Source: an optimization exercise on an open RTL-to-GDS flow (aim: small area, a short achievable clock period and few clock cycles per item). Production flows keep margins and buffers that such runs may drop. The RTL was checked by simulation tests, not by an equivalence proof against the original design. Power figures rest on the tool's default switching activity, not on a simulated workload.

--- flow/flow/run.sh ---
#!/bin/bash
# Standard layout with these changes in how it is made:
#  - the synthesized netlist's combinational cells start at their smallest
#    drive strength (repair sizes up what timing needs);
#  - plain buffers on the ports;
#  - flip-flops that drive output ports are placed at their port buffers;
#  - no CTS dummy loads, larger clock sink clusters;
set -euo pipefail
export SETUP_SLACK_MARGIN=5.25
export BUFFER_PORTS_ARGS="-buffer_cell sky130_fd_sc_hd__buf_2"
export PRE_DETAIL_PLACE_TCL="$PWD/flow/move_oflops.tcl"
export CTS_ARGS="-sink_clustering_enable -repair_clock_nets -dont_use_dummy_load -sink_clustering_size 20 -sink_clustering_max_diameter 60 -sink_buffer_max_cap_derate 0.2 -buf_list {sky130_fd_sc_hd__clkbuf_8 sky130_fd_sc_hd__clkbuf_16} -root_buf sky130_fd_sc_hd__clkbuf_16 -tree_buf sky130_fd_sc_hd__clkbuf_16 -sink_clustering_buffer sky130_fd_sc_hd__clkbuf_8"
R=orfs/results/sky130hd/deinterlacer_v2/base
bash standard.sh synth > synth.log 2>&1
python3 flow/downsize.py "$FLOW_HOME/platforms/sky130hd/lib/sky130_fd_sc_hd__tt_025C_1v80.lib" "$R/1_2_yosys.v" > downsize.log 2>&1
rm -f "$R/1_synth.odb" "$R/1_synth.sdc"
bash standard.sh > standard.log 2>&1
--- flow/flow/downsize.py ---
#!/usr/bin/env python3
"""Swap every combinational cell of the synthesized netlist for the smallest
drive strength of the same cell (same function and pins); the layout's
repair steps then size up what timing needs. Flip-flops are left alone."""
import re, sys
lib, net = sys.argv[1], sys.argv[2]
area = {}
cur = None
for line in open(lib):
    m = re.match(r'\s*cell\s*\(\s*"?(sky130_fd_sc_hd__\w+?)"?\s*\)', line)
    if m:
        cur = m.group(1)
        continue
    m = re.match(r'\s*area\s*:\s*([0-9.]+)', line)
    if m and cur:
        area[cur] = float(m.group(1))
        cur = None
dont = set(sys.argv[3].split()) if len(sys.argv) > 3 else set()
best = {}
for c, a in area.items():
    m = re.match(r'(sky130_fd_sc_hd__\w+)_(\d+)$', c)
    if not m or c in dont:
        continue
    base = m.group(1)
    if base not in best or a < area[best[base]]:
        best[base] = c
seq = re.compile(r'sky130_fd_sc_hd__(df|edf|sdf|dl|clk|conb|tap|fill|decap|lpflow|probe)')
text = open(net).read()
swaps = {}
def sub(m):
    c = m.group(0)
    mm = re.match(r'(sky130_fd_sc_hd__\w+)_(\d+)$', c)
    if not mm or seq.match(c):
        return c
    b = best.get(mm.group(1))
    if b and b != c and area[b] < area[c]:
        swaps[c] = swaps.get(c, 0) + 1
        return b
    return c
text = re.sub(r'\bsky130_fd_sc_hd__\w+\b', sub, text)
open(net, 'w').write(text)
for c, n in sorted(swaps.items()):
    print(c, '->', sub(re.match(r'.*', c)) if False else best[re.match(r'(sky130_fd_sc_hd__\w+)_(\d+)$', c).group(1)], n)
--- flow/flow/move_oflops.tcl ---
# Before detailed placement: put each flip-flop that drives an output port's
# buffer at that buffer's spot (detailed placement then legalizes both), so
# the flip-flop's output does not cross the die to reach the port.
set block [ord::get_db_block]
set moved 0
foreach bterm [$block getBTerms] {
  if {[$bterm getIoType] != "OUTPUT"} { continue }
  set net [$bterm getNet]
  if {$net == "NULL"} { continue }
  foreach bit [$net getITerms] {
    if {![$bit isOutputSignal]} { continue }
    set buf [$bit getInst]
    foreach in [$buf getITerms] {
      if {![$in isInputSignal]} { continue }
      set inet [$in getNet]
      if {$inet == "NULL"} { continue }
      foreach d [$inet getITerms] {
        if {![$d isOutputSignal]} { continue }
        set ff [$d getInst]
        if {[[$ff getMaster] isSequential]} {
          lassign [$buf getLocation] x y
          $ff setLocation $x $y
          incr moved
        }
      }
    }
  }
}
puts "move_oflops: moved $moved flip-flops next to their output buffers"
--- flow/standard.sh ---
#!/bin/bash
# synth_recipe.tcl (not shown) runs the flow's synth.tcl, then flattens the netlist and writes it again
# the make line also repeats each setting of config.mk as NAME=value (left out here)
make -C /OpenROAD-flow-scripts/flow DESIGN_CONFIG=/design/flow/config.mk WORK_HOME=/design/flow/orfs CLKGATE_MAP_FILE= SYNTH_SCRIPT=/design/flow/synth_recipe.tcl "${@:-finish}"
--- flow/config.mk ---
export PLATFORM = sky130hd
export DESIGN_NAME = deinterlacer_v2
export DESIGN_NICKNAME = deinterlacer_v2
export VERILOG_FILES = /design/flow/design.v
export SDC_FILE = /design/flow/constraint.sdc
export NUM_CORES = 4
export LEC_CHECK = 0
export ABC_CLOCK_PERIOD_IN_PS = 2500
export CAP_MARGIN = 20
export CORE_MARGIN = 2
export CORE_UTILIZATION = 60
export PLACE_DENSITY = 0.8
export SLEW_MARGIN = 20
--- flow/constraint.sdc ---
create_clock -name core_clock -period 8.0 [get_ports {clock}]
set_input_delay 1.6000 -clock core_clock [delete_from_list [all_inputs] [get_ports {clock}]]
set_output_delay 1.6000 -clock core_clock [all_outputs]
set_load 0.01 [all_outputs]
--- flow/design.v ---
`timescale 1ns/1ns
module deinterlacer_v2 (
	clock,
	reset,
	dout_data,
	dout_ready,
	dout_valid,
	dout_startofpacket,
	dout_endofpacket,
	din_data,
	din_ready,
	din_valid,
	din_startofpacket,
	din_endofpacket
);
localparam DW = 24;
input  logic          clock;
input  logic          reset;
output logic [DW-1:0] dout_data;
input  logic          dout_ready;
output logic          dout_valid;
output logic          dout_startofpacket;
output logic          dout_endofpacket;
input  logic [DW-1:0] din_data;
output logic          din_ready;
input  logic          din_valid;
input  logic          din_startofpacket;
input  logic          din_endofpacket;
localparam [2:0] S_C0 = 3'd0, S_C1 = 3'd1, S_C2 = 3'd2, S_C3 = 3'd3,
                 S_HDR = 3'd4, S_PIX = 3'd5;
logic [2:0] ss;                     
localparam [2:0] O_IDLE = 3'd0, O_B1 = 3'd1, O_B2 = 3'd2, O_B3 = 3'd3,
                 O_VHDR = 3'd4, O_PIX = 3'd5;
logic [2:0] so;                     
logic [4:0]  wm1;                   
logic [4:0]  lsel_n;                
logic        wsel;                  
logic        oact;                  
logic        ahead;                 
logic        wfull;                 
logic        copy1;                 
logic        lastline;              
logic [4:0]  wp, op;                
logic [4:0]  k;                     
logic [DW-1:0]    r0;
logic [16*DW-1:0] s16;
logic [8*DW-1:0]  s8;               
logic [4*DW-1:0]  s4;
logic [2*DW-1:0]  s2;               
logic [DW-1:0]    s1;
wire  [DW-1:0] o16_n = ~(!lsel_n[4] ? s16[16*DW-1 -: DW] : r0);
wire  [DW-1:0] o8    = ~(!lsel_n[3] ? s8[8*DW-1 -: DW]   : o16_n);
wire  [DW-1:0] o4_n  = ~(!lsel_n[2] ? s4[4*DW-1 -: DW]   : o8);
wire  [DW-1:0] o2    = ~(!lsel_n[1] ? s2[2*DW-1 -: DW]   : o4_n);
wire  [DW-1:0] tap_n = ~(!lsel_n[0] ? s1                 : o2);
always_ff @(posedge clock) begin : loop
	r0  <= wsel ? din_data : ~tap_n;
	s16 <= {s16[15*DW-1:0], r0};
	s8  <= {s8[7*DW-1:0], o16_n};
	s4  <= {s4[3*DW-1:0], o8};
	s2  <= {s2[DW-1:0], o4_n};
	s1  <= o2;
end
wire sink_ctl  = (ss == S_C1) || (ss == S_C2) || (ss == S_C3);
wire in_fire   = din_valid && (ss == S_C0 || ss == S_HDR || wsel);
wire write_now = din_valid && wsel;
wire pwrite    = write_now && (ss == S_PIX);
wire cwrite    = write_now && sink_ctl;
wire can_load  = ovalid_n || dout_ready;
wire op_last   = (op == wm1);
wire wp_last   = (wp == wm1);
wire [4:0] k_p1   = k + 5'd1;
wire [4:0] k_inc  = (k == wm1) ? 5'd0 : k_p1;
wire pix_ready = oact && (k == op) && (copy1 || ahead || wfull || wp != op);
wire pix_load  = (so == O_PIX) && pix_ready && can_load;
wire retire    = pix_load && copy1 && op_last;
wire fresh     = pwrite && !oact;                                
wire start     = pwrite && (wp == 5'd0) && (wfull || !oact);     
wire b3_in     = (ss == S_HDR) || (ss == S_PIX);
wire ctl_ready = (so == O_IDLE) ? (ss != S_C0) :
                 (so == O_B1)   ? ((ss != S_C1) && k == 5'd0) :
                 (so == O_B2)   ? (b3_in && k == 5'd2) :
                 (so == O_B3)   ? (k == 5'd0) : 1'b1;
logic [2:0] ss_n, so_n;
always_comb begin
	ss_n = ss;
	if (in_fire)
		case (ss)
			S_C0  : ss_n = S_C1;
			S_C1  : ss_n = S_C2;
			S_C2  : ss_n = S_C3;
			S_C3  : ss_n = S_HDR;
			S_HDR : ss_n = S_PIX;
			default : if (wp_last && din_endofpacket) ss_n = S_C0;
		endcase
	so_n = so;
	case (so)
		O_IDLE, O_B1, O_B2, O_B3, O_VHDR : if (ctl_ready && can_load) so_n = so + 3'd1;
		default : if (retire && lastline && !ahead) so_n = O_IDLE;
	endcase
end
wire oact_n   = (oact && !(retire && !ahead)) || pwrite;
wire ahead_n  = oact && !retire && (ahead || start);
wire wfull_n  = pwrite ? wp_last : (wfull && !(retire && !ahead));
wire [4:0] wp_n = pwrite ? (wp_last ? 5'd0 : wp + 5'd1) : wp;
wire [4:0] op_n = pix_load ? k_inc : op;
wire copy1_n    = (pix_load && op_last) ? ~copy1 : copy1;
wire [4:0] k_n  = (fresh || (cwrite && ss == S_C1)) ? 5'd0 : k_inc;
wire lastline_n = (pwrite && wp_last) ? din_endofpacket : (lastline && !(retire && !ahead));
wire wp_zero   = (wp == 5'd0);
wire mid_w     = !wp_last && !ahead && (!(wp_zero && wfull) || op[4:1] != 4'd0);
wire k2_wp     = (k_p1 + 5'd1 == wp) || (k == wm1 && wp == 5'd1);
wire mid_nw    = !wfull && !wp_zero && k2_wp && !ahead;
wire early_n   = wfull && copy1 && op != 5'd0 && k_p1 == wm1 && wm1 != 5'd0 && !lastline && !ahead;
wire sp0       = (so == O_VHDR) ||
                 (so == O_PIX && !(lastline && copy1 && op_last && k == op && !ahead));
wire sp1       = (so == O_B3 && ctl_ready);
wire sc0       = (so == O_IDLE) || (so == O_B1) || (so == O_B2) || (so == O_B3);
wire sc1       = (so == O_PIX && pix_ready && copy1 && op_last && lastline && !ahead);
wire spix_v    = (ss == S_HDR) || (ss == S_PIX && !(wsel && wp_last && din_endofpacket));
wire spix_nv   = (ss == S_PIX);
wire [2:0] ss_v  = (ss == S_C0)  ? S_C1 :
                   (ss == S_HDR) ? S_PIX :
                   (ss == S_PIX) ? ((wsel && wp_last && din_endofpacket) ? S_C0 : S_PIX) :
                   wsel ? ss + 3'd1 : ss;
wire [4:0] k_cv  = (wsel && ss == S_C1) ? 5'd0 : k_inc;
logic [3:0] wsel_c, drdy_c;
for (genvar i = 0; i < 4; i++) begin : nxt
	wire       dv    = i[0];
	wire       cl    = i[1] ? 1'b1 : ovalid_n;
	wire [2:0] ss_x  = dv ? ss_v : ss;
	wire [4:0] k_x   = dv ? k_cv : k_inc;
	wire       pix_x = (dv ? spix_v : spix_nv) && (sp0 || (sp1 && cl)) &&
	                   ((dv && wsel) ? (mid_w || early_n) : (mid_nw || early_n || !oact));
	wire       ctl_x = (sc0 || (sc1 && cl)) &&
	                   ((ss_x == S_C1) || (ss_x == S_C2 && k_x == 5'd0) || (ss_x == S_C3 && k_x == 5'd1));
	assign wsel_c[i] = pix_x || ctl_x;
	assign drdy_c[i] = (ss_x == S_C0) || (ss_x == S_HDR) || pix_x || ctl_x;
end
wire wsel_n = dout_ready ? (din_valid ? wsel_c[3] : wsel_c[2]) : (din_valid ? wsel_c[1] : wsel_c[0]);
wire drdy_n = dout_ready ? (din_valid ? drdy_c[3] : drdy_c[2]) : (din_valid ? drdy_c[1] : drdy_c[0]);
always_ff @(posedge clock or posedge reset) begin : states
	if (reset) begin
		ss        <= S_C0;
		so        <= O_IDLE;
		wsel      <= 0;
		oact      <= 0;
		ahead     <= 0;
		wfull     <= 0;
		copy1     <= 0;
		lastline  <= 0;
		wp        <= 0;
		op        <= 0;
		k         <= 0;
	end else begin
		ss        <= ss_n;
		so        <= so_n;
		wsel      <= wsel_n;
		oact      <= oact_n;
		ahead     <= ahead_n;
		wfull     <= wfull_n;
		copy1     <= copy1_n;
		lastline  <= lastline_n;
		wp        <= wp_n;
		op        <= op_n;
		k         <= k_n;
	end
end
always_ff @(posedge clock) begin : ready_port
	din_ready <= drdy_n;
end
wire [DW-1:0] cb2 = s16[2*DW-1 -: DW];
wire [DW-1:0] cb1 = s16[3*DW-1 -: DW];
wire [4:0] wm1_fld = {cb1[16], cb2[3:0]} - 5'd1;
always_ff @(posedge clock) begin : loop_length
	if (so == O_IDLE) begin
		wm1    <= 5'd2;
		lsel_n <= ~5'd2;
	end else if (so == O_B3 && ctl_ready && can_load) begin
		wm1    <= wm1_fld;
		lsel_n <= ~wm1_fld;
	end
end
logic ovalid_n;
wire  oload  = (so == O_PIX) ? pix_load : (ctl_ready && can_load);
wire  valid_n = oload || (!ovalid_n && !dout_ready);
always_ff @(posedge clock or posedge reset) begin : source_ctl
	if (reset) begin
		dout_valid <= 0;
		ovalid_n   <= 1;
	end else begin
		dout_valid <= valid_n;
		ovalid_n   <= !valid_n;
	end
end
logic [DW-1:0] odata;
logic          osop, oeop;
always_comb begin
	case (so)
		O_IDLE : begin
			odata = 24'h00_00_0F;
			osop  = 1;
			oeop  = 0;
		end
		O_B1 : begin
			odata = {4'h0, r0[19:16], 4'h0, r0[11:8], 4'h0, r0[3:0]};
			osop  = 0;
			oeop  = 0;
		end
		O_B2 : begin
			odata = {4'h0, s16[18:16], r0[3], 4'h0, s16[10:8], s16[19], 4'h0, s16[3:0]};
			osop  = 0;
			oeop  = 0;
		end
		O_B3 : begin
			odata = {4'h0, 4'h2, 4'h0, s16[10:8], 1'b0, 4'h0, s16[2:0], s16[11]};
			osop  = 0;
			oeop  = 1;
		end
		O_VHDR : begin
			odata = 24'h00_00_00;
			osop  = 1;
			oeop  = 0;
		end
		default : begin
			odata = r0;
			osop  = 0;
			oeop  = copy1 && op_last && lastline && !ahead;
		end
	endcase
end
always_ff @(posedge clock) begin : source_data
	if (can_load) begin
		dout_data          <= odata;
		dout_startofpacket <= osop;
		dout_endofpacket   <= oeop;
	end
end
endmodule
==> results of run 1 <==
==> through the flow <==
step | cells | power [mW]
floorplan | 1392 | 7.964
global placement | 1853 | 8.555
detailed placement | 1854 | 8.738
CTS | 1903 | 10.50
global route | 1910 | 11.00
finish | 1910 | 10.43
==> synthesized netlist by cell type, drive strengths merged (4+ instances only) <==
cell,number
dfxtp,779
mux2i,123
nand2,64
o21ai,54
buf,32
dfrtp,28
inv,28
edfxtp,26
xnor2,26
clkbuf,21
nor2,21
ha,20
a21oi,17
nand3,16
and2,14
xor2,14
a22o,7
nand2b,7
nor3,7
nand4,6
or2,6
and3,5
nor2b,5
o21a,5
a21o,4
a221oi,4
nand3b,4
o31ai,4
or3,4
==> worst max-delay path by stage <==
stage / from / end / slack, ps / depth (start not counted)
2_1_floorplan: dout_ready / lsel_n[2] / 5230 / 6
5_1_grt: k[1] / din_ready / 5210 / 8
3_3_place_gp: dout_ready / lastline / 4790 / 6
4_1_cts: dout_data[9] / dout_data[9] / 5260 / 1
3_5_place_dp: dout_ready / lastline / 4730 / 6
6_report: dout_data[9] / dout_data[9] / 5300 / 1
==> metal layers <==
layer / GRT usage / vias up
li1: - / 4663
met1: 0.2586 / 4504
met4: 0.05993 / 2
met5: 0 / -
met2: 0.2880 / 139
met3: 0.03404 / 67
==> timing repair <==
item / in CTS / in global routing
hold endpoints to repair: 0 / 0
setup endpoints to repair: 13 / 12
pin swaps: 0 / 0
resized for setup: 5 / 4
setup buffers: 0 / 7
==> power groups by stage <==
| stage | logic (mW) | clock network [mW] | registers [mW] |
|---|---|---|---|
| final | 1.61 | 1.73 | 7.09 |
| after detailed placement | 1.56 | 0 | 7.18 |
| after floorplan | 1.18 | 0 | 6.78 |
| after global placement | 1.46 | 0 | 7.09 |
| after CTS | 1.58 | 1.78 | 7.13 |
| after global routing | 1.79 | 1.92 | 7.30 |
==> area by class of cell <==
cell class / count / area [um^2]
Inverter: 28 / 105.1
Sequential cell: 834 / 17110
Fill cell: 2354 / 11970
Clock buffer: 49 / 730.7
Multi-Input combinational cell: 477 / 3517
Timing Repair Buffer: 67 / 370.4
Tap cell: 455 / 569.3
==> sequential cells by signal, summed over array words and instances (netlist names), 3 cells and up <==
name	count
s8	192
so	3
wm1	5
op	5
k	5
lsel_n	5
s16	384
r0	24
dout_data	24
s4	96
s1	24
wp	5
s2	48
ss	3
==> logic make-up (layout without fill, tap and decap cells) <==
| family | count (synthesis) | in the layout | synth area share |
|---|---|---|---|
| compound gates | 119 | 119 | 0.03631 |
| xor+xnor | 40 | 40 | 0.01669 |
| fa+ha+maj | 20 | 20 | 0.01192 |
| buf+inv | 81 | 144 | 0.01854 |
| flops | 834 | 834 | 0.8148 |
| mux | 125 | 125 | 0.05973 |
| simple gates | 173 | 173 | 0.04197 |
==> summary.txt, run 1 <==
Hold path
  – Worst hold path depth: 0
  – Hold Startpoint: s16[65]
  – Sink of the worst hold path: s16[89]
  – Hold crit path type: flip-flop to flip-flop

Clocking
  – Clk buf depth: 3
  – Number of hold buffers added after cts: 0
  – Clock-pin slew reported for the worst setup and hold paths after clock tree synthesis: 110 ps
  – Sinks on Clock Net: 834
  – Clock tree from TritonCTS: done
  – Number of buffers created by CTS: 49
  – H-tree levels: 2
  – Clock Latency Late Sink: 550 ps
  – Clock Root Buffer: sky130_fd_sc_hd__clkbuf_16

Pwr
  – Sw frac: 0.2699
  – Share of power burned in the clock network: 0.166
  – Power density over cell area: 465.7 mW/mm^2
  – Peak supply drop: 261.3 uV
  – Internal Dissipation: around 7.6 mW
  – Switching power: ~2.8 mW
  – LEAKAGE: 9.873 nW
  – Reg power frac: 0.680
  – Relative contribution of combinational cells to total power: 0.154

Detailed routing
  – DRT Pass-1 Iters: 4
  – Routed wire length on met2: 14.39 mm
  – Routed met1 length: 15.92 mm
  – Max layer used: met5
  – DRC errors left: 0
  – Met3 wire length: 1.207 mm
  – Vias: roughly 9,400
  – Initial DRC count: 364
  – Routed Wire Length: 32.45 mm
  – Wire per inst: between 15 and 20 um
  – Count of nets left with antenna violations after detail routing: 0
  – Drt via density: 4.908

Global routing
  – Number of global-route vias before repair: 9,561
  – Antenna violations before repair: 1
  – Total routing resource utilization after global routing: 0.1833
  – Maximum number of pins on one net before global-route repair: 50
  – Global-route wire length before repair: 51.67 mm
  – Congestion Overflow GR: 0

Floorplanning
  – Placement Rows: 68
  – Number of I/O pins: 58
  – Core region area: 0.03437 mm^2
  – Starting density of the core: 0.6075
  – Chip Height: ~190 um
  – Die X: 190.6 um
  – Area of the die: approximately 0.036 mm^2

Synthesis
  – Number of enable flip-flop cells after synthesis: 26
  – Dominant cells by area after synthesis: sky130_fd_sc_hd__dfxtp_1 74%, sky130_fd_sc_hd__mux2i_1 5.9%, sky130_fd_sc_hd__edfxtp_1 3.7%
  – Post-synth top flop: sky130_fd_sc_hd__dfxtp_1
  – Number of cells produced by synthesis: 1,392
  – Yosys synthesis warning count: 1
  – Number of synthesized register bits: 834
  – Proportion of synthesized chip area in sequential cells: 0.8148
  – Share of the synthesized area in the top cell type: 0.7430
  – Fraction of synthesis flops using an asynchronous set or reset pin: 0.03477
  – Synthesized area per cell: roughly 15 um^2
  – Yosys stat chip area: 0.02099 mm^2
  – Cell variety after synth: between 60 and 70
  – Synth Net Count: about 1,400
  – Dominant cell type by area after synthesis: sky130_fd_sc_hd__dfxtp_1
  – Synth Cell Area: between 0.02 and 0.025 mm^2

Timing
  – Total negative slack: 0 ps
  – Worst relative slew slack: 0.2860
  – Worst-Margin Slew: 1071 ps
  – Post-Route Skew: around 85 ps
  – Final number of hold-violating endpoints: 0
  – Final critical path time including I/O delays and setup: approximately 2700 ps
  – Final max-slew violation count: 0
  – Count of endpoints failing setup in the final report: 0
  – Highest achievable clock rate: between 300 and 400 MHz
  – Unrepaired setup endpoints after global routing: true
  – Final worst-path cycle share: 0.3380
  – Setup slack of the critical path after layout: 5296 ps
  – Smallest hold slack: 279.2 ps

Critical path
  – CP delay by family, top: flip-flops
  – Setup slack of the worst register-to-register path: roughly 5400 ps
  – FF-to-FF End: so[1]
  – Critical path data arrival time: about 1100 ps
  – Worst Reg2Reg Path Length in Cells: 8
  – Endpoint type of the worst setup path: primary output
  – Critical path peak fanout: 1
  – Bufs and invs on worst path: 1
  – Crit-path max cell delay: roughly 400 ps
  – CP required: 6400 ps
  – Slowest stage cell on the critical path: sky130_fd_sc_hd__edfxtp_1
  – Setup crit start kind: flip-flop
  – Reg-to-Reg Start: so[0]
  – Class of the most critical setup path: flip-flop to primary output
  – Worst-path cell chain: buf_2

Cells and area
  – Post-route cell area: roughly 0.022 mm^2
  – Fraction of final layout cells with drive strength greater than 1: 0.09553
  – Top library cells by usage in the layout, fill and taps aside: 775 x sky130_fd_sc_hd__dfxtp_1, 123 x sky130_fd_sc_hd__mux2i_1, 64 x sky130_fd_sc_hd__nand2_1, 56 x sky130_fd_sc_hd__buf_2, 52 x sky130_fd_sc_hd__o21ai_0
  – Nets: approximately 1,500
  – Area Growth Syn to Fin: 7.286%
  – Commonest non-fill, non-tap cell in the layout: sky130_fd_sc_hd__dfxtp_1
  – Util after Layout: 0.6518
  – Count of antenna diodes in the layout: 0

Run status
  – Outcome: no timing/DRC/antenna violations

Placed design
  – Count of input and output buffers: 56
  – Post-placement worst setup slack: about 4700 ps
  – Placer congestion estimate: 0.8997
  – Placement-stage cell area: 0.02158 mm^2
  – Detailed Place HPWL: 19.74 mm

Run
  – Count of maximum capacitance violations: 0
Testbench counts, summed over its fixed seeds: cycles 15,258, frames 64.
==> inputs of run 2 (changes only) <==
--- a/flow/design.v
+++ b/flow/design.v
@@ -28,8 +28,6 @@
 input  logic          din_endofpacket;
-localparam [2:0] S_C0 = 3'd0, S_C1 = 3'd1, S_C2 = 3'd2, S_C3 = 3'd3,
-                 S_HDR = 3'd4, S_PIX = 3'd5;
-logic [2:0] ss;                     
-localparam [2:0] O_IDLE = 3'd0, O_B1 = 3'd1, O_B2 = 3'd2, O_B3 = 3'd3,
-                 O_VHDR = 3'd4, O_PIX = 3'd5;
-logic [2:0] so;                     
+localparam S_C0 = 0, S_C1 = 1, S_C2 = 2, S_C3 = 3, S_HDR = 4, S_PIX = 5;
+logic [5:0] ss;                     
+localparam O_IDLE = 0, O_B1 = 1, O_B2 = 2, O_B3 = 3, O_VHDR = 4, O_PIX = 5;
+logic [5:0] so;                     
 logic [4:0]  wm1;                   
@@ -63,6 +61,6 @@
 end
-wire sink_ctl  = (ss == S_C1) || (ss == S_C2) || (ss == S_C3);
-wire in_fire   = din_valid && (ss == S_C0 || ss == S_HDR || wsel);
+wire sink_ctl  = ss[S_C1] || ss[S_C2] || ss[S_C3];
+wire in_fire   = din_valid && (ss[S_C0] || ss[S_HDR] || wsel);
 wire write_now = din_valid && wsel;
-wire pwrite    = write_now && (ss == S_PIX);
+wire pwrite    = write_now && ss[S_PIX];
 wire cwrite    = write_now && sink_ctl;
@@ -74,3 +72,3 @@
 wire pix_ready = oact && (k == op) && (copy1 || ahead || wfull || wp != op);
-wire pix_load  = (so == O_PIX) && pix_ready && can_load;
+wire pix_load  = so[O_PIX] && pix_ready && can_load;
 wire retire    = pix_load && copy1 && op_last;
@@ -78,25 +76,13 @@
 wire start     = pwrite && (wp == 5'd0) && (wfull || !oact);     
-wire b3_in     = (ss == S_HDR) || (ss == S_PIX);
-wire ctl_ready = (so == O_IDLE) ? (ss != S_C0) :
-                 (so == O_B1)   ? ((ss != S_C1) && k == 5'd0) :
-                 (so == O_B2)   ? (b3_in && k == 5'd2) :
-                 (so == O_B3)   ? (k == 5'd0) : 1'b1;
-logic [2:0] ss_n, so_n;
-always_comb begin
-	ss_n = ss;
-	if (in_fire)
-		case (ss)
-			S_C0  : ss_n = S_C1;
-			S_C1  : ss_n = S_C2;
-			S_C2  : ss_n = S_C3;
-			S_C3  : ss_n = S_HDR;
-			S_HDR : ss_n = S_PIX;
-			default : if (wp_last && din_endofpacket) ss_n = S_C0;
-		endcase
-	so_n = so;
-	case (so)
-		O_IDLE, O_B1, O_B2, O_B3, O_VHDR : if (ctl_ready && can_load) so_n = so + 3'd1;
-		default : if (retire && lastline && !ahead) so_n = O_IDLE;
-	endcase
-end
+wire b3_in     = ss[S_HDR] || ss[S_PIX];
+wire ctl_ready = (so[O_IDLE] && !ss[S_C0]) ||
+                 (so[O_B1] && !ss[S_C1] && k == 5'd0) ||
+                 (so[O_B2] && b3_in && k == 5'd2) ||
+                 (so[O_B3] && k == 5'd0) ||
+                 so[O_VHDR] || so[O_PIX];
+wire [5:0] ss_n = !in_fire ? ss :
+                  ss[S_PIX] ? ((wp_last && din_endofpacket) ? 6'd1 << S_C0 : ss) :
+                  {ss[4:0], 1'b0};
+wire [5:0] so_n = so[O_PIX] ? ((retire && lastline && !ahead) ? 6'd1 << O_IDLE : so) :
+                  (ctl_ready && can_load) ? {so[4:0], 1'b0} : so;
 wire oact_n   = (oact && !(retire && !ahead)) || pwrite;
@@ -107,3 +93,3 @@
 wire copy1_n    = (pix_load && op_last) ? ~copy1 : copy1;
-wire [4:0] k_n  = (fresh || (cwrite && ss == S_C1)) ? 5'd0 : k_inc;
+wire [4:0] k_n  = (fresh || (cwrite && ss[S_C1])) ? 5'd0 : k_inc;
 wire lastline_n = (pwrite && wp_last) ? din_endofpacket : (lastline && !(retire && !ahead));
@@ -114,14 +100,14 @@
 wire early_n   = wfull && copy1 && op != 5'd0 && k_p1 == wm1 && wm1 != 5'd0 && !lastline && !ahead;
-wire sp0       = (so == O_VHDR) ||
-                 (so == O_PIX && !(lastline && copy1 && op_last && k == op && !ahead));
-wire sp1       = (so == O_B3 && ctl_ready);
-wire sc0       = (so == O_IDLE) || (so == O_B1) || (so == O_B2) || (so == O_B3);
-wire sc1       = (so == O_PIX && pix_ready && copy1 && op_last && lastline && !ahead);
-wire spix_v    = (ss == S_HDR) || (ss == S_PIX && !(wsel && wp_last && din_endofpacket));
-wire spix_nv   = (ss == S_PIX);
-wire [2:0] ss_v  = (ss == S_C0)  ? S_C1 :
-                   (ss == S_HDR) ? S_PIX :
-                   (ss == S_PIX) ? ((wsel && wp_last && din_endofpacket) ? S_C0 : S_PIX) :
-                   wsel ? ss + 3'd1 : ss;
-wire [4:0] k_cv  = (wsel && ss == S_C1) ? 5'd0 : k_inc;
+wire sp0       = so[O_VHDR] ||
+                 (so[O_PIX] && !(lastline && copy1 && op_last && k == op && !ahead));
+wire sp1       = (so[O_B3] && ctl_ready);
+wire sc0       = so[O_IDLE] || so[O_B1] || so[O_B2] || so[O_B3];
+wire sc1       = (so[O_PIX] && pix_ready && copy1 && op_last && lastline && !ahead);
+wire spix_v    = ss[S_HDR] || (ss[S_PIX] && !(wsel && wp_last && din_endofpacket));
+wire spix_nv   = ss[S_PIX];
+wire [5:0] ss_v  = ss[S_C0]  ? 6'd1 << S_C1 :
+                   ss[S_HDR] ? 6'd1 << S_PIX :
+                   ss[S_PIX] ? ((wsel && wp_last && din_endofpacket) ? 6'd1 << S_C0 : ss) :
+                   wsel ? {ss[4:0], 1'b0} : ss;
+wire [4:0] k_cv  = (wsel && ss[S_C1]) ? 5'd0 : k_inc;
 logic [3:0] wsel_c, drdy_c;
@@ -130,3 +116,3 @@
 	wire       cl    = i[1] ? 1'b1 : ovalid_n;
-	wire [2:0] ss_x  = dv ? ss_v : ss;
+	wire [5:0] ss_x  = dv ? ss_v : ss;
 	wire [4:0] k_x   = dv ? k_cv : k_inc;
@@ -135,5 +121,5 @@
 	wire       ctl_x = (sc0 || (sc1 && cl)) &&
-	                   ((ss_x == S_C1) || (ss_x == S_C2 && k_x == 5'd0) || (ss_x == S_C3 && k_x == 5'd1));
+	                   (ss_x[S_C1] || (ss_x[S_C2] && k_x == 5'd0) || (ss_x[S_C3] && k_x == 5'd1));
 	assign wsel_c[i] = pix_x || ctl_x;
-	assign drdy_c[i] = (ss_x == S_C0) || (ss_x == S_HDR) || pix_x || ctl_x;
+	assign drdy_c[i] = ss_x[S_C0] || ss_x[S_HDR] || pix_x || ctl_x;
 end
@@ -143,4 +129,4 @@
 	if (reset) begin
-		ss        <= S_C0;
-		so        <= O_IDLE;
+		ss        <= 6'd1 << S_C0;
+		so        <= 6'd1 << O_IDLE;
 		wsel      <= 0;
@@ -175,6 +161,6 @@
 always_ff @(posedge clock) begin : loop_length
-	if (so == O_IDLE) begin
+	if (so[O_IDLE]) begin
 		wm1    <= 5'd2;
 		lsel_n <= ~5'd2;
-	end else if (so == O_B3 && ctl_ready && can_load) begin
+	end else if (so[O_B3] && ctl_ready && can_load) begin
 		wm1    <= wm1_fld;
@@ -184,3 +170,3 @@
 logic ovalid_n;
-wire  oload  = (so == O_PIX) ? pix_load : (ctl_ready && can_load);
+wire  oload  = so[O_PIX] ? pix_load : (ctl_ready && can_load);
 wire  valid_n = oload || (!ovalid_n && !dout_ready);
@@ -195,38 +181,9 @@
 end
-logic [DW-1:0] odata;
-logic          osop, oeop;
-always_comb begin
-	case (so)
-		O_IDLE : begin
-			odata = 24'h00_00_0F;
-			osop  = 1;
-			oeop  = 0;
-		end
-		O_B1 : begin
-			odata = {4'h0, r0[19:16], 4'h0, r0[11:8], 4'h0, r0[3:0]};
-			osop  = 0;
-			oeop  = 0;
-		end
-		O_B2 : begin
-			odata = {4'h0, s16[18:16], r0[3], 4'h0, s16[10:8], s16[19], 4'h0, s16[3:0]};
-			osop  = 0;
-			oeop  = 0;
-		end
-		O_B3 : begin
-			odata = {4'h0, 4'h2, 4'h0, s16[10:8], 1'b0, 4'h0, s16[2:0], s16[11]};
-			osop  = 0;
-			oeop  = 1;
-		end
-		O_VHDR : begin
-			odata = 24'h00_00_00;
-			osop  = 1;
-			oeop  = 0;
-		end
-		default : begin
-			odata = r0;
-			osop  = 0;
-			oeop  = copy1 && op_last && lastline && !ahead;
-		end
-	endcase
-end
+wire [DW-1:0] odata = ({DW{so[O_IDLE]}} & 24'h00_00_0F) |
+                      ({DW{so[O_B1]}}   & {4'h0, r0[19:16], 4'h0, r0[11:8], 4'h0, r0[3:0]}) |
+                      ({DW{so[O_B2]}}   & {4'h0, s16[18:16], r0[3], 4'h0, s16[10:8], s16[19], 4'h0, s16[3:0]}) |
+                      ({DW{so[O_B3]}}   & {4'h0, 4'h2, 4'h0, s16[10:8], 1'b0, 4'h0, s16[2:0], s16[11]}) |
+                      ({DW{so[O_PIX]}}  & r0);
+wire osop = so[O_IDLE] || so[O_VHDR];
+wire oeop = so[O_B3] || (so[O_PIX] && copy1 && op_last && lastline && !ahead);
 always_ff @(posedge clock) begin : source_data
==> run 2 against run 1 <==
Highest routed layer is now met4. Critical endpoint is now dout_data[15]. Non-clock buffer count is 5 lower. Fmax is 0.49% lower. Wire length is 3.0% lower. Largest power group unchanged. Combinational power is 12% lower. Critical path depth stayed put.
==> summary.txt, run 2 <==
Synthesis
  – Yosys synthesis warning count: 1
  – Ranking of synthesized cells by instance count: 779 x sky130_fd_sc_hd__dfxtp_1, 120 x sky130_fd_sc_hd__mux2i_1, 72 x sky130_fd_sc_hd__nand2_1
  – Most instantiated library cell after synthesis: sky130_fd_sc_hd__dfxtp_1
  – Post-synth top flop: sky130_fd_sc_hd__dfxtp_1
  – Number of enable flip-flop cells after synthesis: 26
  – Fraction of synthesis flops using an asynchronous set or reset pin: 0.04167
  – Share of the synthesized area in the top cell type: 0.7507
  – Synth Net Count: 1,395
  – Synth Cell Area: 0.02070 mm^2
  – Yosys stat chip area: approximately 0.021 mm^2
  – Cell variety after synth: 58
  – Synthesized area per cell: 15.25 um^2
  – Number of synthesized register bits: 840
  – Dominant cell type by area after synthesis: sky130_fd_sc_hd__dfxtp_1
  – Dominant cells by area after synthesis: sky130_fd_sc_hd__dfxtp_1 75%, sky130_fd_sc_hd__mux2i_1 5.8%, sky130_fd_sc_hd__dfrtp_1 3.9%
  – Number of cells produced by synthesis: approximately 1,400
  – Proportion of synthesized chip area in sequential cells: 0.8306

Clocking
  – Number of hold buffers added after cts: 0
  – Clock tree from TritonCTS: done
  – Sinks on Clock Net: 840
  – Clock Latency Late Sink: 560 ps
  – Clock Root Buffer: sky130_fd_sc_hd__clkbuf_16
  – Clk buf depth: 3
  – Clock-pin slew reported for the worst setup and hold paths after clock tree synthesis: 110 ps
  – Buffers inserted by post-CTS timing repair: 0
  – Number of buffers created by CTS: 50
  – H-tree levels: 2

Detailed routing
  – DRC errors left: 0
  – Drt via density: 4.939
  – Initial DRC count: 559
  – Count of nets left with antenna violations after detail routing: 0
  – Wire per inst: 16.80 um
  – DRT Pass-1 Iters: 7
  – Routed Wire Length: 31.48 mm
  – Vias: 9,255

Hold path
  – Hold crit path type: flip-flop to flip-flop
  – Worst hold path depth: 0

Global routing
  – Total routing resource utilization after global routing: 0.1796
  – Congestion Overflow GR: 0
  – Antenna violations before repair: 1
  – Maximum number of pins on one net before global-route repair: between 50 and 60
  – Global-route wire length before repair: 50.52 mm
  – Number of global-route vias before repair: 9,575

Cells and area
  – Util after Layout: 0.6480
  – Number of flip-flops in the largest register: 384
  – Count of antenna diodes in the layout: 0
  – Fraction of final layout cells with drive strength greater than 1: 0.09796
  – Register with the highest flop count: s16
  – Area Growth Syn to Fin: 7.345%
  – Commonest non-fill, non-tap cell in the layout: sky130_fd_sc_hd__dfxtp_1
  – Nets: 1,459
  – Top library cells by usage in the layout, fill and taps aside: 775 x sky130_fd_sc_hd__dfxtp_1, 120 x sky130_fd_sc_hd__mux2i_1, 72 x sky130_fd_sc_hd__nand2_1, 56 x sky130_fd_sc_hd__buf_2, 45 x sky130_fd_sc_hd__clkbuf_8
  – Largest regs: s16 x384, s8 x192, s4 x96
  – Filler cell count in the final layout: between 2,000 and 2,500

Timing
  – Count of endpoints failing setup in the final report: 0
  – Highest achievable clock rate: 368.0 MHz
  – Final worst-path cycle share: 0.3397
  – Final number of hold-violating endpoints: 0
  – Final max-slew violation count: 0
  – Worst-Margin Slew: 1043 ps
  – Final critical path time including I/O delays and setup: 2718 ps
  – Unrepaired setup endpoints after global routing: true
  – Post-Route Skew: slightly below 70 ps
  – Total negative slack: 0 ps
  – Worst relative slew slack: 0.3048

Critical path
  – Crit-path max cell delay: around 400 ps
  – Crit path depth: 1
  – Bufs and invs on worst path: 1
  – Worst Reg2Reg Path Length in Cells: 8
  – Setup crit start kind: flip-flop
  – Endpoint type of the worst setup path: primary output
  – Worst-path cell chain: buf_2
  – Critical path data arrival time: 1120 ps
  – Class of the most critical setup path: flip-flop to primary output
  – Critical path peak fanout: 1
  – CP required: 6400 ps
  – CP delay by family, top: flip-flops
  – Slowest stage cell on the critical path: sky130_fd_sc_hd__edfxtp_1

Floorplanning
  – Starting density of the core: 0.6036
  – Core region area: approximately 0.034 mm^2
  – Placement Rows: a little under 70
  – Die X: 189.7 um
  – Chip Height: approximately 190 um
  – Number of I/O pins: 58
  – Area of the die: 0.03600 mm^2

Pwr
  – Switching power: 2.736 mW
  – Relative contribution of combinational cells to total power: 0.137
  – Internal Dissipation: approximately 7.6 mW
  – Post-route total power: between 10 and 15 mW
  – Share of power burned in the clock network: 0.170
  – Reg power frac: 0.692
  – Peak supply drop: 225.2 uV
  – LEAKAGE: around 9.6 nW
  – Sw frac: 0.2651
  – Power density over cell area: 464.6 mW/mm^2

Placed design
  – Detailed Place HPWL: 19.24 mm
  – Placer congestion estimate: 0.8830
  – Count of input and output buffers: 56

Run status
  – Outcome: no timing/DRC/antenna violations

Run
  – Count of maximum capacitance violations: 0
==> run 2: cell types whose count changed in the layout (fill, tap and decap cells not counted), sizes merged, moves of 4 or more <==
cell and change:
buf -5, o21ai -12, nor2 +8, inv -11, dfrtp +4, nand2 +8, nand2b -4, a22o +8
ha -12
==> run 2: power groups by stage <==
| stage | logic (mW) | clock network (mW) | registers [mW] |
|---|---|---|---|
| floorplan | 1.16 | 0 | 6.77 |
| global placement | 1.34 | 0 | 7.15 |
| detailed placement | 1.41 | 0 | 7.24 |
| CTS | 1.43 | 1.81 | 7.18 |
| global route | 1.57 | 1.95 | 7.36 |
| finish | 1.42 | 1.76 | 7.14 |
==> run 2: path summary, 6_finish.rpt <==
check / startpoint / to / slack (ps)
max in group asynchronous: reset / ss[0] / 6450
min in group asynchronous: reset / so[4] / 1160
hold reg to reg: s16[46] / s16[70] / 270
setup / recovery: dout_data[15] / dout_data[15] / 5280
setup reg to reg: k[0] / din_ready / 5410
hold / removal: s16[46] / s16[70] / 270
==> run 2: routing by layer <==
metal  GRT usage  part of all wire  vias up
li1            -                 -     4522
met1      0.2503              0.48     4479
met2      0.2823              0.44      178
met3     0.03173             0.039       76
met4     0.07066             0.034        0
met5           0                 0        -
==> run 2: cell families after synthesis <==
kind of cell,count (synthesis),synth area share
adders and majority gates,8,0.004819
AOI/OAI and AO/OA,112,0.03650
xor gates and xnor gates,42,0.01771
muxes,120,0.05782
DFF,840,0.8306
and+or+nand+nor,168,0.03867
buffers and inverters,67,0.01385
==> run 2: repair_timing <==
action	CTS	global route
resized for setup	7	2
endpoints found under the hold margin	0	0
endpoints found under the setup margin	7	8
==> run 2: through the flow <==
| stage | instances | area [um^2] | hold WS, ps | setup WS [ps] |
|---|---|---|---|---|
| after floorplan | 1357 | 20740 | 309.6 | 5070 |
| after global placement | 1824 | 21440 | 309.9 | 4660 |
| after detailed placement | 1824 | 21440 | 312.1 | 4598 |
| after CTS | 1874 | 22210 | 270.0 | 5247 |
| after global routing | 1874 | 22220 | 252.9 | 5205 |
| final | 1874 | 22220 | 274.3 | 5282 |
==> run 2: final cells by class <==
type | instances | area (um^2) | share of cell area
Inverter | 17 | 63.81 | 0.002872
Tap cell | 455 | 569.3 | 0.02562
Clock buffer | 50 | 744.5 | 0.03351
Multi-Input combinational cell | 450 | 3249 | 0.1463
Timing Repair Buffer | 62 | 325.3 | 0.01464
Sequential cell | 840 | 17270 | 0.7771
Testbench counts of run 2, summed over its fixed seeds: cycles 15,258, frames 64.
==> inputs of run 3 (changes only) <==
--- a/flow/flow/run.sh
+++ b/flow/flow/run.sh
@@ -8,3 +8,3 @@
 set -euo pipefail
-export SETUP_SLACK_MARGIN=5.25
+export SETUP_SLACK_MARGIN=5.30
 export BUFFER_PORTS_ARGS="-buffer_cell sky130_fd_sc_hd__buf_2"
==> run 3 against run 2 <==
Still clean on timing, DRC and antenna. Global-route usage barely moved. Sequential power rose by 0.8%. Die area unchanged. Cell count shrank 0.11%. Non-clock buffer count is 1 lower. Design area barely moved. Clock skew is 19 ps lower. Critical path type unchanged. Largest cell class unchanged.
==> summary.txt, run 3 <==
Clocking
  – Clock Latency Late Sink: 540 ps
  – Number of buffers created by CTS: 49
  – H-tree levels: 2
  – Clk buf depth: 3
  – Buffers inserted by post-CTS timing repair: 0
  – Sinks on Clock Net: 840
  – Clock tree from TritonCTS: done
  – Number of hold buffers added after cts: 0
  – Clock-pin slew reported for the worst setup and hold paths after clock tree synthesis: 110 ps
  – Clock Root Buffer: sky130_fd_sc_hd__clkbuf_16

Timing
  – Final worst-path cycle share: 0.3364
  – Setup slack of the critical path after layout: about 5300 ps
  – Smallest hold slack: 305.7 ps
  – Worst-Margin Slew: 1109 ps
  – Total negative slack: 0 ps
  – Count of endpoints failing setup in the final report: 0
  – Highest achievable clock rate: 371.6 MHz
  – Final critical path time including I/O delays and setup: 2691 ps
  – Unrepaired setup endpoints after global routing: true
  – Worst relative slew slack: 0.2607
  – Final number of hold-violating endpoints: 0
  – Post-Route Skew: 48.52 ps
  – Final max-slew violation count: 0

Global routing
  – Maximum number of pins on one net before global-route repair: 46
  – Antenna violations before repair: 0
  – Number of global-route vias before repair: about 9,500
  – Global-route wire length before repair: just over 50 mm
  – Total routing resource utilization after global routing: 0.1796
  – Congestion Overflow GR: 0

Cells and area
  – Area Growth Syn to Fin: 7.291%
  – Top library cells by usage in the layout, fill and taps aside: 775 x sky130_fd_sc_hd__dfxtp_1, 120 x sky130_fd_sc_hd__mux2i_1, 72 x sky130_fd_sc_hd__nand2_1, 55 x sky130_fd_sc_hd__buf_2, 44 x sky130_fd_sc_hd__clkbuf_8
  – Commonest non-fill, non-tap cell in the layout: sky130_fd_sc_hd__dfxtp_1
  – Number of flip-flops in the largest register: 384
  – Filler cell count in the final layout: roughly 2,400
  – Count of antenna diodes in the layout: 0
  – Count of non-filler cells in the finished layout: 1,872
  – Fraction of final layout cells with drive strength greater than 1: 0.09739
  – Register with the highest flop count: s16
  – Nets: ~1,500
  – Largest regs: s16 x384, s8 x192, s4 x96

Critical path
  – Slowest stage cell on the critical path: sky130_fd_sc_hd__edfxtp_1
  – Critical path peak fanout: 1
  – Critical path data arrival time: 1090 ps
  – Crit-path max cell delay: 390 ps
  – Worst-path cell chain: buf_2
  – Endpoint type of the worst setup path: primary output
  – Class of the most critical setup path: flip-flop to primary output
  – CP delay by family, top: flip-flops
  – CP required: 6400 ps
  – Setup crit start kind: flip-flop
  – Bufs and invs on worst path: 1

Detailed routing
  – DRC errors left: 0
  – Vias: between 9,000 and 10,000
  – DRT Pass-1 Iters: 5
  – Wire per inst: 17.03 um
  – Drt via density: 4.893
  – Count of nets left with antenna violations after detail routing: 0
  – Initial DRC count: 429
  – Routed Wire Length: 31.87 mm

Synthesis
  – Fraction of synthesis flops using an asynchronous set or reset pin: 0.04167
  – Proportion of synthesized chip area in sequential cells: 0.8306
  – Cell variety after synth: 58
  – Most instantiated library cell after synthesis: sky130_fd_sc_hd__dfxtp_1
  – Yosys synthesis warning count: 1
  – Synthesized area per cell: roughly 15 um^2
  – Post-synth top flop: sky130_fd_sc_hd__dfxtp_1
  – Synth Cell Area: approximately 0.021 mm^2
  – Number of cells produced by synthesis: 1,357
  – Dominant cell type by area after synthesis: sky130_fd_sc_hd__dfxtp_1
  – Number of enable flip-flop cells after synthesis: 26
  – Number of synthesized register bits: 840
  – Yosys stat chip area: 0.02077 mm^2
  – Ranking of synthesized cells by instance count: 779 x sky130_fd_sc_hd__dfxtp_1, 120 x sky130_fd_sc_hd__mux2i_1, 72 x sky130_fd_sc_hd__nand2_1
  – Dominant cells by area after synthesis: sky130_fd_sc_hd__dfxtp_1 75%, sky130_fd_sc_hd__mux2i_1 5.8%, sky130_fd_sc_hd__dfrtp_1 3.9%
  – Synth Net Count: 1,395
  – Share of the synthesized area in the top cell type: 0.7507

Floorplanning
  – Number of I/O pins: 58
  – Area of the die: 0.03600 mm^2
  – Core region area: approximately 0.034 mm^2
  – Starting density of the core: 0.6036
  – Chip Height: 189.7 um
  – Placement Rows: about 70
  – Die X: about 190 um

Placed design
  – Detailed Place HPWL: 19.47 mm
  – Placed instance count: 1,823
  – Placer congestion estimate: ~0.9
  – Post-placement worst setup slack: 4643 ps
  – Count of input and output buffers: 56

Run
  – Count of maximum capacitance violations: 0

Pwr
  – Post-route total power: 10.32 mW
  – Power density over cell area: 464.8 mW/mm^2
  – Peak supply drop: around 200 uV
  – LEAKAGE: 9.564 nW

Hold path
  – Hold crit path type: flip-flop to flip-flop

Run status
  – Outcome: no timing/DRC/antenna violations
[run 3: cell count changes in the layout (fill, tap and decap cells not counted)]
cell,previous run,this run
sky130_fd_sc_hd__buf_6,0,1
sky130_fd_sc_hd__buf_2,56,55
sky130_fd_sc_hd__clkbuf_8,45,44
sky130_fd_sc_hd__clkinvlp_4,0,1
sky130_fd_sc_hd__buf_4,6,5
sky130_fd_sc_hd__inv_1,16,15
[run 3: report_power, final]
part | leakage [nW] | internal [mW] | switching, mW
Clock | 0.378 | 0.614 | 1.12
Sequential | 7.28 | 6.32 | 0.881
Combinational | 1.90 | 0.644 | 0.745
Total | 9.56 | 7.58 | 2.74
[run 3: metrics by stage]
step	util	cell area, um^2
final	0.6476	22210
after global routing	0.6476	22210
after CTS	0.6469	22180
after detailed placement	0.6251	21430
after global placement	0.6251	21430
after floorplan	-	20740
[run 3: path summary, 6_finish.rpt]
kind,from,endpoint,slack [ps],cells after the start
setup reg to reg,k[1],din_ready,5380,8
min in group asynchronous,reset,k[1],1170,3
hold reg to reg,s8[142],s8[166],310,0
max in group asynchronous,reset,wsel,6460,3
setup / recovery,dout_data[19],dout_data[19],5310,1
hold / removal,s8[142],s8[166],310,0
[run 3: cells by family after synthesis]
kind of cell,synth area share
muxes,0.05782
xor gates and xnor gates,0.01771
DFF,0.8306
and+or+nand+nor,0.03867
adders and majority gates,0.004819
AOI/OAI and AO/OA,0.03650
buffers and inverters,0.01385
[run 3: repair_timing]
action | CTS | global route
setup endpoints to repair | 11 | 18
gates resized for setup | 6 | 5
endpoints found under the hold margin | 0 | 0
[run 3: area by class of cell]
cell class	instances	area, um^2	area share
multi-input combinational	450	3249	0.1463
inverter	17	67.56	0.003043
sequential	840	17270	0.7775
clock buffer	49	730.7	0.03291
tap	455	569.3	0.02564
timing repair buffer	61	324.1	0.01459
[run 3: per-layer routing]
metal  vias up  wire (um)  global-route usage
met5         -          0                   0
met4         0        578             0.04681
met3        49       1110             0.02804
met2       157      14800              0.2981
met1      4427      15390              0.2493
li1       4526          -                   -
==> inputs of run 4 (changes only) <==
--- a/flow/flow/run.sh
+++ b/flow/flow/run.sh
@@ -8,3 +8,3 @@
 set -euo pipefail
-export SETUP_SLACK_MARGIN=5.30
+export SETUP_SLACK_MARGIN=5.35
 export BUFFER_PORTS_ARGS="-buffer_cell sky130_fd_sc_hd__buf_2"
==> run 4 against run 3 <==
Design area up 0.11%. Combinational power about the same. Register-to-register slack better by 20 ps. Critical path depth unchanged. First-iteration DRC count up 38%. Synthesized cell count unchanged. Largest cell class unchanged. Largest power group unchanged.
==> summary.txt, run 4 <==
Timing
  – Count of endpoints failing setup in the final report: 0
  – Final worst-path cycle share: 0.3373
  – Total negative slack: 0 ps
  – Final max-slew violation count: 0
  – Setup slack of the critical path after layout: 5301 ps
  – Final critical path time including I/O delays and setup: 2699 ps
  – Smallest hold slack: 268.5 ps
  – Worst relative slew slack: 0.2924
  – Highest achievable clock rate: 370.6 MHz
  – Post-Route Skew: 60.07 ps
  – Final number of hold-violating endpoints: 0
  – Unrepaired setup endpoints after global routing: true
  – Worst-Margin Slew: 1061 ps

Cells and area
  – Filler cell count in the final layout: 2,396
  – Largest regs: s16 x384, s8 x192, s4 x96
  – Count of antenna diodes in the layout: 0
  – Count of non-filler cells in the finished layout: 1,873
  – Area used by sequential logic in the layout: 0.01727 mm^2
  – Commonest non-fill, non-tap cell in the layout: sky130_fd_sc_hd__dfxtp_1
  – Top library cells by usage in the layout, fill and taps aside: 775 x sky130_fd_sc_hd__dfxtp_1, 120 x sky130_fd_sc_hd__mux2i_1, 72 x sky130_fd_sc_hd__nand2_1, 56 x sky130_fd_sc_hd__buf_2, 45 x sky130_fd_sc_hd__clkbuf_8
  – Number of flip-flops in the largest register: 384
  – Area Growth Syn to Fin: 7.411%
  – Nets: between 1,000 and 1,500
  – Area used by multi-input combinational logic: 0.003268 mm^2
  – Register with the highest flop count: s16
  – Fraction of final layout cells with drive strength greater than 1: 0.09873

Synthesis
  – Synth Net Count: 1,395
  – Fraction of synthesis flops using an asynchronous set or reset pin: 0.04167
  – Share of the synthesized area in the top cell type: 0.7507
  – Yosys synthesis warning count: 1
  – Ranking of synthesized cells by instance count: 779 x sky130_fd_sc_hd__dfxtp_1, 120 x sky130_fd_sc_hd__mux2i_1, 72 x sky130_fd_sc_hd__nand2_1
  – Yosys stat chip area: 0.02077 mm^2
  – Cell variety after synth: 58
  – Dominant cells by area after synthesis: sky130_fd_sc_hd__dfxtp_1 75%, sky130_fd_sc_hd__mux2i_1 5.8%, sky130_fd_sc_hd__dfrtp_1 3.9%
  – Number of synthesized register bits: 840
  – Synth Cell Area: 0.02070 mm^2
  – Proportion of synthesized chip area in sequential cells: 0.8306
  – Dominant cell type by area after synthesis: sky130_fd_sc_hd__dfxtp_1
  – Most instantiated library cell after synthesis: sky130_fd_sc_hd__dfxtp_1
  – Number of cells produced by synthesis: roughly 1,400
  – Post-synth top flop: sky130_fd_sc_hd__dfxtp_1
  – Synthesized area per cell: approximately 15 um^2
  – Number of enable flip-flop cells after synthesis: 26

Clocking
  – Number of hold buffers added after cts: 0
  – Cts repair resizes: 8
  – Number of buffers created by CTS: 50
  – Clk buf depth: 3
  – Buffers inserted by post-CTS timing repair: 0
  – Clock tree from TritonCTS: done
  – H-tree levels: 2
  – Sinks on Clock Net: 840
  – Clock Latency Late Sink: 540 ps
  – Clock-pin slew reported for the worst setup and hold paths after clock tree synthesis: approximately 110 ps
  – Clock Root Buffer: sky130_fd_sc_hd__clkbuf_16

Detailed routing
  – DRT Pass-1 Iters: 5
  – Wire per inst: around 17 um
  – Routed Wire Length: 31.28 mm
  – Vias: around 9,200
  – Initial DRC count: a little under 600
  – DRC errors left: 0
  – Drt via density: ~5
  – Count of nets left with antenna violations after detail routing: 0

Floorplanning
  – Die X: 189.7 um
  – Number of I/O pins: 58
  – Chip Height: 189.7 um
  – Starting density of the core: 0.6036
  – Area of the die: 0.03600 mm^2
  – Core region area: 0.03429 mm^2
  – Placement Rows: 68

Placed design
  – Post-placement worst setup slack: 4584 ps
  – Detailed Place HPWL: 19.17 mm
  – Count of input and output buffers: 56
  – Placed instance count: 1,823
  – Placer congestion estimate: 0.8999

Global routing
  – Antenna violations before repair: 0
  – Number of global-route vias before repair: 9,401
  – Congestion Overflow GR: 0
  – Global-route wire length before repair: between 40 and 50 mm
  – Maximum number of pins on one net before global-route repair: a little over 50
  – Total routing resource utilization after global routing: 0.1772

Run
  – Count of maximum capacitance violations: 0

Critical path
  – Class of the most critical setup path: flip-flop to primary output
  – Worst-path cell chain: buf_2
  – Bufs and invs on worst path: 1
  – Crit-path max cell delay: 400 ps
  – CP required: 6400 ps
  – Slowest stage cell on the critical path: sky130_fd_sc_hd__edfxtp_1
  – CP delay by family, top: flip-flops
  – Critical path data arrival time: 1100 ps
  – Critical path peak fanout: 1
  – Setup crit start kind: flip-flop
  – Endpoint type of the worst setup path: primary output

Hold path
  – Hold crit path type: flip-flop to flip-flop

Pwr
  – Peak supply drop: approximately 300 uV
  – Power density over cell area: about 460 mW/mm^2
  – Post-route total power: 10.31 mW
  – LEAKAGE: 9.574 nW

Run status
  – Outcome: no timing/DRC/antenna violations
==> run 4: cell counts after synthesis <==
Identical to the previous run, type by type.
==> run 4: stage by stage <==
stage | instance area (um^2) | utilization
after floorplan | 20740 | -
after global placement | 21430 | 0.6251
after detailed placement | 21430 | 0.6251
after CTS | 22210 | 0.6477
after global routing | 22230 | 0.6484
final | 22230 | 0.6484
==> run 4: logic make-up (layout without fill, tap and decap cells) <==
| family | Yosys count | in the layout | synth area share |
|---|---|---|---|
| AOI/OAI and AO/OA | 112 | 112 | 0.03650 |
| xor gates and xnor gates | 42 | 42 | 0.01771 |
| adders and majority gates | 8 | 8 | 0.004819 |
| buffers and inverters | 67 | 128 | 0.01385 |
| DFF | 840 | 840 | 0.8306 |
| muxes | 120 | 120 | 0.05782 |
| and+or+nand+nor | 168 | 168 | 0.03867 |
==> run 4: layer usage <==
layer  vias up  part of all wire  track usage
met3        58             0.037      0.03007
met4         0             0.023      0.05188
met2       162              0.45       0.2878
met5         -                 0            0
li1       4522                 -            -
met1      4429              0.49       0.2474
==> run 4: worst paths after layout <==
path / slack [ps] / to / cells past startpoint / start
setup reg to reg: 5400 / din_ready / 9 / k[0]
hold reg to reg: 270 / s16[97] / 0 / s16[73]
hold / removal: 270 / s16[97] / 0 / s16[73]
min in group asynchronous: 1140 / k[4] / 3 / reset
max in group asynchronous: 6450 / wsel / 3 / reset
setup / recovery: 5300 / dout_data[14] / 1 / dout_data[14]
==> run 4: power breakdown <==
group          internal (mW)  leakage, nW  switching (mW)
clock                  0.625        0.385            1.12
combinational          0.640         1.91           0.741
sequential              6.32         7.28           0.868
total                   7.59         9.57            2.73
==> run 4: cell type report <==
| cell class | instances | area share |
|---|---|---|
| Timing Repair Buffer | 61 | 0.01430 |
| Inverter | 17 | 0.002870 |
| Clock buffer | 50 | 0.03349 |
| Sequential cell | 840 | 0.7767 |
| Tap cell | 455 | 0.02561 |
| Multi-Input combinational cell | 450 | 0.1470 |
==> inputs of run 5 (changes only) <==
--- a/flow/flow/run.sh
+++ b/flow/flow/run.sh
@@ -6,3 +6,4 @@
 #  - flip-flops that drive output ports are placed at their port buffers;
-#  - no CTS dummy loads, larger clock sink clusters;
+#  - clock tree: no dummy loads, clusters of up to 20 flip-flops on
+#    clkbuf_8, clkbuf_16 above them;
 set -euo pipefail
==> run 5 against run 4 <==
Count of clock-buffer cells in the layout did not move. Non-clock buffer count did not move. Highest routed layer unchanged. Register-to-register slack barely moved. Still clean.
==> summary.txt, run 5 <==
Run status
  – Outcome: no timing/DRC/antenna violations

Critical path
  – Crit-path max cell delay: 400 ps
  – Setup crit start kind: flip-flop
  – CP delay by family, top: flip-flops
  – Class of the most critical setup path: flip-flop to primary output
  – Crit path depth: 1
  – Worst-path cell chain: buf_2
  – Slowest stage cell on the critical path: sky130_fd_sc_hd__edfxtp_1
  – Critical path data arrival time: 1100 ps
  – CP required: 6400 ps
  – Critical path peak fanout: 1
  – Worst Reg2Reg Path Length in Cells: 9
  – Endpoint type of the worst setup path: primary output
  – Bufs and invs on worst path: 1

Cells and area
  – Fraction of final layout cells with drive strength greater than 1: 0.09873
  – Largest regs: s16 x384, s8 x192, s4 x96
  – Top library cells by usage in the layout, fill and taps aside: 775 x sky130_fd_sc_hd__dfxtp_1, 120 x sky130_fd_sc_hd__mux2i_1, 72 x sky130_fd_sc_hd__nand2_1, 56 x sky130_fd_sc_hd__buf_2, 45 x sky130_fd_sc_hd__clkbuf_8
  – Area Growth Syn to Fin: 7.411%
  – Commonest non-fill, non-tap cell in the layout: sky130_fd_sc_hd__dfxtp_1
  – Nets: 1,458
  – Filler cell count in the final layout: between 2,000 and 2,500
  – Count of antenna diodes in the layout: 0
  – Number of flip-flops in the largest register: 384
  – Register with the highest flop count: s16

Synthesis
  – Ranking of synthesized cells by instance count: 779 x sky130_fd_sc_hd__dfxtp_1, 120 x sky130_fd_sc_hd__mux2i_1, 72 x sky130_fd_sc_hd__nand2_1
  – Post-synth top flop: sky130_fd_sc_hd__dfxtp_1
  – Synth Cell Area: 0.02070 mm^2
  – Dominant cell type by area after synthesis: sky130_fd_sc_hd__dfxtp_1
  – Number of cells produced by synthesis: 1,357
  – Fraction of synthesis flops using an asynchronous set or reset pin: 0.04167
  – Number of synthesized register bits: 840
  – Number of enable flip-flop cells after synthesis: 26
  – Synthesized area per cell: ~15 um^2
  – Most instantiated library cell after synthesis: sky130_fd_sc_hd__dfxtp_1
  – Yosys synthesis warning count: 1
  – Proportion of synthesized chip area in sequential cells: 0.8306
  – Yosys stat chip area: 0.02077 mm^2
  – Cell variety after synth: 58
  – Synth Net Count: 1,395
  – Dominant cells by area after synthesis: sky130_fd_sc_hd__dfxtp_1 75%, sky130_fd_sc_hd__mux2i_1 5.8%, sky130_fd_sc_hd__dfrtp_1 3.9%
  – Share of the synthesized area in the top cell type: 0.7507

Timing
  – Unrepaired setup endpoints after global routing: true
  – Worst-Margin Slew: 1061 ps
  – Final max-slew violation count: 0
  – Worst relative slew slack: 0.2924
  – Count of endpoints failing setup in the final report: 0
  – Total negative slack: 0 ps
  – Final number of hold-violating endpoints: 0
  – Final critical path time including I/O delays and setup: 2699 ps
  – Post-Route Skew: between 60 and 70 ps
  – Final worst-path cycle share: 0.3373
  – Highest achievable clock rate: 370.6 MHz

Clocking
  – Clock-pin slew reported for the worst setup and hold paths after clock tree synthesis: 110 ps
  – Clock Latency Late Sink: around 540 ps
  – Clock Root Buffer: sky130_fd_sc_hd__clkbuf_16
  – Clk buf depth: 3
  – Buffers inserted by post-CTS timing repair: 0
  – Sinks on Clock Net: 840
  – H-tree levels: 2
  – Clock tree from TritonCTS: done
  – Number of buffers created by CTS: 50
  – Number of hold buffers added after cts: 0

Detailed routing
  – Drt via density: 4.896
  – DRC errors left: 0
  – DRT Pass-1 Iters: 5
  – Count of nets left with antenna violations after detail routing: 0
  – Routed Wire Length: 31.28 mm
  – Initial DRC count: 593
  – Vias: 9,171
  – Wire per inst: 16.70 um

Placed design
  – Placer congestion estimate: 0.8999
  – Detailed Place HPWL: 19.17 mm
  – Count of input and output buffers: 56

Global routing
  – Maximum number of pins on one net before global-route repair: 51
  – Antenna violations before repair: 0
  – Congestion Overflow GR: 0
  – Global-route wire length before repair: 49.89 mm
  – Total routing resource utilization after global routing: 0.1772
  – Number of global-route vias before repair: 9,401

Hold path
  – Hold crit path type: flip-flop to flip-flop
  – Worst hold path depth: 0

Pwr
  – Power density over cell area: 463.8 mW/mm^2
  – Switching power: 2.725 mW
  – Share of power burned in the clock network: 0.169
  – Sw frac: 0.2643
  – Reg power frac: 0.697
  – LEAKAGE: 9.574 nW
  – Post-route total power: ~10 mW
  – Internal Dissipation: ~7.6 mW
  – Peak supply drop: approximately 300 uV
  – Relative contribution of combinational cells to total power: 0.134

Floorplanning
  – Placement Rows: between 60 and 70
  – Area of the die: 0.03600 mm^2
  – Chip Height: about 190 um
  – Starting density of the core: 0.6036
  – Die X: 189.7 um
  – Number of I/O pins: 58
  – Core region area: 0.03429 mm^2

Run
  – Count of maximum capacitance violations: 0
-- run 5: cell counts after synthesis --
Identical to the previous run, type by type.
-- run 5: layout make-up --
| class | count | area, um^2 | share of cell area |
|---|---|---|---|
| Tap cell | 455 | 569.3 | 0.02561 |
| Sequential cell | 840 | 17270 | 0.7767 |
| Timing Repair Buffer | 61 | 317.8 | 0.01430 |
| Inverter | 17 | 63.81 | 0.002870 |
| Multi-Input combinational cell | 450 | 3268 | 0.1470 |
| Clock buffer | 50 | 744.5 | 0.03349 |
-- run 5: kinds of logic after synthesis --
kind of cell | synth area share
buffers and inverters | 0.01385
multiplexers | 0.05782
flip-flops | 0.8306
adder cells (fa/ha/maj) | 0.004819
XOR/XNOR | 0.01771
AO/OA/AOI/OAI | 0.03650
AND/OR/NAND/NOR | 0.03867
-- run 5: power by group through the flow --
stage,registers (mW),logic (mW),clock network [mW]
floorplan,6.77,1.16,0
global placement,7.19,1.29,0
detailed placement,7.27,1.36,0
CTS,7.22,1.39,1.79
global route,7.39,1.54,1.94
finish,7.19,1.38,1.74
-- run 5: worst paths after layout --
| check | startpoint | to | slack (ps) |
|---|---|---|---|
| max | dout_data[14] | dout_data[14] | 5300 |
| min in group asynchronous | reset | k[4] | 1140 |
| min | s16[73] | s16[97] | 270 |
| max in group asynchronous | reset | wsel | 6450 |
| max reg2reg | k[0] | din_ready | 5400 |
| min reg2reg | s16[73] | s16[97] | 270 |
-- run 5: layer usage --
| layer | vias up | GRT usage | share of wire |
|---|---|---|---|
| met5 | - | 0 | 0 |
| met4 | 0 | 0.05188 | 0.023 |
| met3 | 58 | 0.03007 | 0.037 |
| met2 | 162 | 0.2878 | 0.45 |
| met1 | 4429 | 0.2474 | 0.49 |
| li1 | 4522 | - | - |
-- run 5: worst register-to-register path, stage by stage, from the launching register on --
cell,delay (ps)
sky130_fd_sc_hd__dfrtp_2,490
sky130_fd_sc_hd__inv_1,250
sky130_fd_sc_hd__ha_1,380
sky130_fd_sc_hd__xor2_1,210
sky130_fd_sc_hd__nand3_1,100
sky130_fd_sc_hd__o21ai_0,70
sky130_fd_sc_hd__and3_1,170
sky130_fd_sc_hd__a311oi_1,420
sky130_fd_sc_hd__o32ai_2,170
sky130_fd_sc_hd__a211o_1,250
-- run 5: metrics by stage --
stage / setup slack, ps / cells / util / instance area, um^2 / hold slack, ps
after CTS: 5283 / 1873 / 0.6477 / 22210 / 267.0
after floorplan: 5070 / 1357 / - / 20740 / 309.6
final: 5301 / 1873 / 0.6484 / 22230 / 268.5
after global routing: 5251 / 1873 / 0.6484 / 22230 / 266.4
after detailed placement: 4584 / 1823 / 0.6251 / 21430 / 312.1
after global placement: 4637 / 1823 / 0.6251 / 21430 / 310.3
-- run 5: timing repair --
action	CTS	global route
resized for setup	8	5
endpoints found under the hold margin	0	0
setup endpoints to repair	32	30

-- separate check: timing with driven ports --
The results above use ideal ports. As a check the final layouts listed here were re-extracted and re-timed, cells and wires unchanged.
Step 1: set_driving_cell puts a clkbuf_16 on clock and a buf_2 on each other input, an assumption about the parent block.
Step 2, shift: input delay + t, output delay - t, t = (earliest + latest rising clock arrival at the registers) / 2. This alone moves slack from input paths to output paths.
Three values: ideal ports, drivers, drivers and shift; two values: the first two.
run | t (ns) | setup slack, ns | worst setup path after step 2 | worst register clock-pin slew, ns
run 1 | 0.560 | 5.296 / 5.241 / 4.956 | input to register | 0.11 / 0.11
run 2 | 0.570 | 5.282 / 5.234 / 4.765 | input to register | 0.11 / 0.11
run 3 | 0.559 | 5.309 / 5.258 / 4.781 | input to register | 0.11 / 0.11
run 4 | 0.560 | 5.301 / 5.249 / 4.821 | input to register | 0.12 / 0.12
run 5 | 0.560 | 5.301 / 5.249 / 4.821 | input to register | 0.12 / 0.12
After both steps setup and hold are still met in every run listed. For run 3, which loses most, drivers alone change the setup slack by -0.051 ns; drivers and shift together by -0.528 ns.
